This is an optimization exercise on Yosys and OpenROAD, whose aim is small area and a short achievable clock period, not a production implementation.
At most, simulation tests tie the RTL to the original design; equivalence was not proved.

== red ==
Design PE, start of the top module:
module PE#(
    parameter d_width = 32,
    parameter a_width = 8,
    parameter iact_size =  5,
    parameter kernel_size = 3
)
(
    input start,
    input clk, rst_n,
    input [d_width -1 : 0] weight,
    input [d_width -1 : 0] iact,
    output reg load_weight,
    output reg load_iact,
    output reg done,
    output reg [d_width -1 : 0] pe_out
);
clock: 10.0 ns
lec_check: 0
cap_margin: 20
core_margin: 2
core_utilization: 60
cts_buf_list: sky130_fd_sc_hd__clkbuf_16
cts_cluster_diameter: 60
cts_cluster_size: 30
slew_margin: 20
buffer_ports_args: -buffer_cell sky130_fd_sc_hd__buf_2
setup_slack_margin: 6.8
setup_move_sequence: sizeup,swap
standard.sh (not shown) runs the stock make flow with config.mk's settings and CLKGATE_MAP_FILE= SYNTH_SCRIPT=/design/flow/synth_recipe.tcl, a recipe that flattens the netlist after the stock synthesis.
==> flow/flow/run.sh <==
#!/bin/bash
# Layout flow: the standard layout (standard.sh) with these changes:
#  - the port buffers are buf_2 cells instead of the cell buffer_ports picks;
#  - timing repair aims at 6.8 ns of setup slack at the 10 ns clock, and
#    may only resize cells and swap pins (no buffers, no cloning).
set -euo pipefail
cat >> config.mk <<'EOC'
export BUFFER_PORTS_ARGS = -buffer_cell sky130_fd_sc_hd__buf_2
export SETUP_SLACK_MARGIN = 6.8
export SETUP_MOVE_SEQUENCE = sizeup,swap
EOC
bash standard.sh > standard.log 2>&1
[inputs] blue vs red
--- a/flow/design.v
+++ b/flow/design.v
@@ -34,22 +34,23 @@
             ld_w <= (nc >= 5'd7) && (nc <= 5'd9);
             clr  <= (nc == 5'd9) || (nc == 5'd14) || (nc == 5'd18);
             tap4 <= (nc == 5'd14) || (nc == 5'd18) || (nc == 5'd19) || (nc == 5'd20);
             hold <= (nc == 5'd12);
             outp <= (nc == 5'd14) || (nc == 5'd18) || (nc == 5'd22);
         end
     reg [31:0] r0, r1, r2, r3, r4;
     reg [31:0] w0, w1, w2;
+    reg [31:0] a;           
     always @(posedge clk) begin
         r0 <= r1; r1 <= r2; r2 <= r3; r3 <= r4; r4 <= ld_i ? iact : r0;
         w0 <= w1; w1 <= w2; w2 <= ld_w ? weight : w0;
+        a <= tap4 ? r0 : r2;
     end
-    wire [31:0] a = w0;
-    wire [32:0] bx = {tap4 ? r0 : r2, 1'b0};
+    wire [32:0] bx = {w1, 1'b0};
     reg [15:0] one, two, neg;
     integer k;
     always @(posedge clk)
         for (k = 0; k < 16; k = k + 1) begin
             one[k] <= ~hold & (bx[2*k+1] ^ bx[2*k]);
             two[k] <= ~hold & ((bx[2*k+2] & ~bx[2*k+1] & ~bx[2*k]) | (~bx[2*k+2] & bx[2*k+1] & bx[2*k]));
             neg[k] <= ~hold & bx[2*k+2] & ~(bx[2*k+1] & bx[2*k]);
         end
## What came out
- Looking at amount of wire on met2 after detailed routing across red and blue, the one that comes out lower is red.
- Count of instances resized after the clock tree is built delta for blue relative to red: 8 lower
- blue: layout net count 63 above red
- Between red and blue, the number of clock buffers in the layout is higher for blue.
- Wire length of the first global-routing pass on blue is behind red.
- Summary — sequential share of cell area, blue relative to red: higher, by 0.93 points.
- Cmp blue vs red: worst stage delay on the critical path higher in blue
- On register cell area after layout, the lower figure sits with red, not blue.
No functional check of the RTL was part of any run of this note.

* * *

Another version of the RTL of PE (not shown whole).
Size: ~2,800 cells after synthesis, ~100 I/O pins, roughly 27,000 um^2 of cells after synthesis.
clock: 10.0 ns
lec_check: 0
cap_margin: 20
core_margin: 2
core_utilization: 60
cts_buf_list: sky130_fd_sc_hd__clkbuf_16
cts_cluster_diameter: 100
cts_cluster_size: 32
slew_margin: 20
buffer_ports_args: -buffer_cell sky130_fd_sc_hd__buf_2
setup_slack_margin: 6.8
setup_move_sequence: sizeup,swap
Scripts as last shown in full above: flow/flow/run.sh
==> next run, changes <==
--- a/flow/design.v
+++ b/flow/design.v
@@ -17,34 +17,35 @@
     reg [4:0] cnt;
     wire [4:0] nc = (cnt == 5'd0) ? (start ? 5'd1 : 5'd0) :
                     (cnt == 5'd27) ? 5'd0 : cnt + 5'd1;
     always @(posedge clk or negedge rst_n)
         if (!rst_n) cnt <= 5'd0;
         else cnt <= nc;
     reg ld_i;    
     reg ld_w;    
     reg clr;     
     reg tap4;    
     reg hold;    
     reg outp;    
-    always @(posedge clk) begin
-        ld_i <= (nc >= 5'd1) && (nc <= 5'd5);
-        ld_w <= (nc >= 5'd7) && (nc <= 5'd9);
-        clr  <= (nc == 5'd9) || (nc == 5'd14) || (nc == 5'd18);
-        tap4 <= (nc == 5'd14) || (nc == 5'd18) || (nc == 5'd19) || (nc == 5'd20);
-        hold <= (nc == 5'd12);
-    end
     always @(posedge clk or negedge rst_n)
-        if (!rst_n) outp <= 1'b0;
-        else outp <= (nc == 5'd14) || (nc == 5'd18) || (nc == 5'd22);
+        if (!rst_n) begin
+            ld_i <= 1'b0; ld_w <= 1'b0; clr <= 1'b0; tap4 <= 1'b0; hold <= 1'b0; outp <= 1'b0;
+        end else begin
+            ld_i <= (nc >= 5'd1) && (nc <= 5'd5);
+            ld_w <= (nc >= 5'd7) && (nc <= 5'd9);
+            clr  <= (nc == 5'd9) || (nc == 5'd14) || (nc == 5'd18);
+            tap4 <= (nc == 5'd14) || (nc == 5'd18) || (nc == 5'd19) || (nc == 5'd20);
+            hold <= (nc == 5'd12);
+            outp <= (nc == 5'd14) || (nc == 5'd18) || (nc == 5'd22);
+        end
     reg [31:0] r0, r1, r2, r3, r4;
     reg [31:0] w0, w1, w2;
     always @(posedge clk) begin
         r0 <= r1; r1 <= r2; r2 <= r3; r3 <= r4; r4 <= ld_i ? iact : r0;
         w0 <= w1; w1 <= w2; w2 <= ld_w ? weight : w0;
     end
     wire [31:0] a = w0;
     wire [32:0] bx = {tap4 ? r0 : r2, 1'b0};
     reg [15:0] one, two, neg;
     integer k;
     always @(posedge clk)
         for (k = 0; k < 16; k = k + 1) begin
Worst hold slack degrades by 20 ps. Worst setup slack gets better by 63 ps. Core utilization came out higher by 0.38 points. Sequential cell count stays the same. Die area stays flat. Routed wire length stays flat. Critical path depth is higher by 4. Global-route usage is about the same. Synthesized cell count does not change. Register-to-register slack improved by 60 ps.
For the first run of this note, only the layout was checked, not whether the RTL still works.

* * *

Another version of the RTL of PE (not shown whole).
Size in the first run: roughly 450 flip-flops, ~100 I/O pins, roughly 0.027 mm^2 of cells after synthesis.
Design PE, start of the top module:
module PE#(
    parameter d_width = 32,
    parameter a_width = 8,
    parameter iact_size =  5,
    parameter kernel_size = 3
)
(
    input start,
    input clk, rst_n,
    input [d_width -1 : 0] weight,
    input [d_width -1 : 0] iact,
    output reg load_weight,
    output reg load_iact,
    output reg done,
    output reg [d_width -1 : 0] pe_out
);
Settings: LEC_CHECK=0, CAP_MARGIN=20, CORE_MARGIN=2, CORE_UTILIZATION=60, CTS_BUF_LIST=sky130_fd_sc_hd__clkbuf_16, CTS_CLUSTER_DIAMETER=100, CTS_CLUSTER_SIZE=32, SLEW_MARGIN=20, BUFFER_PORTS_ARGS=-buffer_cell sky130_fd_sc_hd__buf_2, SETUP_SLACK_MARGIN=6.9, SETUP_MOVE_SEQUENCE=sizeup,swap; clock period 10.0 ns.
==> flow/flow/run.sh <==
#!/bin/bash
# Layout flow: the standard layout (standard.sh) with these changes:
#  - the port buffers are buf_2 cells instead of the cell buffer_ports picks;
#  - timing repair aims at 6.9 ns of setup slack at the 10 ns clock, and
#    may only resize cells and swap pins (no buffers, no cloning).
set -euo pipefail
cat >> config.mk <<'EOC'
export BUFFER_PORTS_ARGS = -buffer_cell sky130_fd_sc_hd__buf_2
export SETUP_SLACK_MARGIN = 6.9
export SETUP_MOVE_SEQUENCE = sizeup,swap
EOC
bash standard.sh > standard.log 2>&1
Rerun with:
--- a/flow/design.v
+++ b/flow/design.v
@@ -251,18 +251,18 @@
     wire pp7_26 = ((one[7] & a[12]) | (two[7] & a[11])) ^ neg[7];
     wire pp7_27 = ((one[7] & a[13]) | (two[7] & a[12])) ^ neg[7];
     wire pp7_28 = ((one[7] & a[14]) | (two[7] & a[13])) ^ neg[7];
     wire pp7_29 = ((one[7] & a[15]) | (two[7] & a[14])) ^ neg[7];
     wire pp7_30 = ((one[7] & a[16]) | (two[7] & a[15])) ^ neg[7];
     wire pp7_31 = ((one[7] & a[17]) | (two[7] & a[16])) ^ neg[7];
-    wire u1 = acc0_s[0] ^ acc0_c[0];
-    wire c2 = u1 ? neg[0] : acc0_s[0];
-    wire s3 = u1 ^ neg[0];
+    wire u1 = acc0_s[0] ^ neg[0];
+    wire c2 = u1 ? pp0_0 : acc0_s[0];
+    wire s3 = u1 ^ pp0_0;
     wire u4 = acc0_s[1] ^ acc0_c[1];
-    wire c5 = u4 ? c2 : acc0_s[1];
-    wire s6 = u4 ^ c2;
+    wire c5 = u4 ? pp0_1 : acc0_s[1];
+    wire s6 = u4 ^ pp0_1;
     wire u7 = acc0_s[2] ^ acc0_c[2];
     wire c8 = u7 ? neg[1] : acc0_s[2];
     wire u9 = neg[1] ^ pp0_2;
     wire u10 = u7 ^ u9;
     wire c11 = u10 ? pp1_2 : pp0_2;
     wire s12 = u10 ^ pp1_2;
@@ -845,15 +845,15 @@
     wire x589 = x587 ^ x588;
     wire x590 = c565 ^ x589;
     wire x591 = c568 ^ x590;
     wire x592 = x591 ^ c572;
     wire [31:0] n0_s, n0_c;
     assign n0_s[0] = s3;
-    assign n0_c[0] = pp0_0;
-    assign n0_s[1] = pp0_1;
-    assign n0_c[1] = s6;
+    assign n0_c[0] = 1'b0;
+    assign n0_s[1] = s6;
+    assign n0_c[1] = c2;
     assign n0_s[2] = c5;
     assign n0_c[2] = s12;
     assign n0_s[3] = s18;
     assign n0_c[3] = c11;
     assign n0_s[4] = c17;
     assign n0_c[4] = s27;
@@ -985,18 +985,18 @@
     wire pp14_28 = ((one[14] & a[0]) | (two[14] & 1'b0)) ^ neg[14];
     wire pp14_29 = ((one[14] & a[1]) | (two[14] & a[0])) ^ neg[14];
     wire pp14_30 = ((one[14] & a[2]) | (two[14] & a[1])) ^ neg[14];
     wire pp14_31 = ((one[14] & a[3]) | (two[14] & a[2])) ^ neg[14];
     wire pp15_30 = ((one[15] & a[0]) | (two[15] & 1'b0)) ^ neg[15];
     wire pp15_31 = ((one[15] & a[1]) | (two[15] & a[0])) ^ neg[15];
-    wire u593 = acc1_s[16] ^ acc1_c[16];
-    wire c594 = u593 ? neg[8] : acc1_s[16];
-    wire s595 = u593 ^ neg[8];
+    wire u593 = acc1_s[16] ^ neg[8];
+    wire c594 = u593 ? pp8_16 : acc1_s[16];
+    wire s595 = u593 ^ pp8_16;
     wire u596 = acc1_s[17] ^ acc1_c[17];
-    wire c597 = u596 ? c594 : acc1_s[17];
-    wire s598 = u596 ^ c594;
+    wire c597 = u596 ? pp8_17 : acc1_s[17];
+    wire s598 = u596 ^ pp8_17;
     wire u599 = acc1_s[18] ^ acc1_c[18];
     wire c600 = u599 ? neg[9] : acc1_s[18];
     wire u601 = neg[9] ^ pp8_18;
     wire u602 = u599 ^ u601;
     wire c603 = u602 ? pp9_18 : pp8_18;
     wire s604 = u602 ^ pp9_18;
@@ -1195,15 +1195,15 @@
     wire x797 = c773 ^ x795;
     wire x798 = x796 ^ x797;
     wire x799 = c776 ^ x798;
     wire x800 = c780 ^ x799;
     wire [31:16] n1_s, n1_c;
     assign n1_s[16] = s595;
-    assign n1_c[16] = pp8_16;
-    assign n1_s[17] = pp8_17;
-    assign n1_c[17] = s598;
+    assign n1_c[16] = 1'b0;
+    assign n1_s[17] = s598;
+    assign n1_c[17] = c594;
     assign n1_s[18] = c597;
     assign n1_c[18] = s604;
     assign n1_s[19] = s610;
     assign n1_c[19] = c603;
     assign n1_s[20] = c609;
     assign n1_c[20] = s619;
@@ -1323,13 +1323,13 @@
     wire x888 = acc0_s[31] ^ acc0_c[31];
     wire x889 = acc1_s[31] ^ acc1_c[31];
     wire x890 = x888 ^ x889;
     wire x891 = x890 ^ c883;
     wire [31:0] m_s, m_c;
     assign m_s[0] = acc0_s[0];
-    assign m_c[0] = acc0_c[0];
+    assign m_c[0] = 1'b0;
     assign m_s[1] = acc0_s[1];
     assign m_c[1] = acc0_c[1];
     assign m_s[2] = acc0_s[2];
     assign m_c[2] = acc0_c[2];
     assign m_s[3] = acc0_s[3];
     assign m_c[3] = acc0_c[3];
@@ -1354,14 +1354,14 @@
     assign m_s[13] = acc0_s[13];
     assign m_c[13] = acc0_c[13];
     assign m_s[14] = acc0_s[14];
     assign m_c[14] = acc0_c[14];
     assign m_s[15] = acc0_s[15];
     assign m_c[15] = acc0_c[15];
-    assign m_s[16] = acc1_c[16];
-    assign m_c[16] = s803;
+    assign m_s[16] = s803;
+    assign m_c[16] = 1'b0;
     assign m_s[17] = s809;
     assign m_c[17] = 1'b0;
     assign m_s[18] = s815;
     assign m_c[18] = c808;
     assign m_s[19] = s821;
     assign m_c[19] = c814;
Outcome: Worst setup slack improved by 58 ps; critical path depth came out lower by 12; cell count came out lower by about 1.1%; die area came out lower by about 0.9%; cell area came out lower by about 0.8%; register-to-register slack improved by 120 ps.
For the first run of this note, only the layout was checked, not whether the RTL still works.

[separate check: timing with driven ports]
The flow's constraints put no driver on any port. The routed layouts listed below were extracted and timed again, unchanged, in two steps. Step 1 sets driving cells, clkbuf_16 on the clock port and buf_2 on the other inputs (assumed; they add their load-dependent delay and slew). Step 2 moves the port delays by t, midway between the first and last clock arrival at a register: inputs arrive t later, outputs are due t later. That takes back most of the time a late clock gives input paths. Slacks: no drivers / after step 1 / after step 2; pairs: no drivers / after step 1.
run | t (ns) | slack for setup (ns) | hold WS [ns]
red | 0.608 | 6.842 / 6.842 / 6.728 | 0.290 / 0.290 / 0.290
blue | 0.619 | 6.833 / 6.833 / 6.833 | 0.306 / 0.306 / 0.306
the first run of note 2 | 0.617 | 6.765 / 6.765 / 6.581 | 0.310 / 0.310 / 0.310
the second run of note 2 | 0.625 | 6.828 / 6.819 / 6.696 | 0.290 / 0.290 / 0.290
the first run of note 3 | 0.633 | 6.794 / 6.744 / 6.794 | 0.317 / 0.317 / 0.317
the second run of note 3 | 0.616 | 6.852 / 6.793 / 6.828 | 0.312 / 0.312 / 0.312
After both steps every run listed still meets setup and hold. The setup slack of the first run of note 2, which loses most, moves by 0.000 ns with the drivers and by -0.184 ns with both steps.
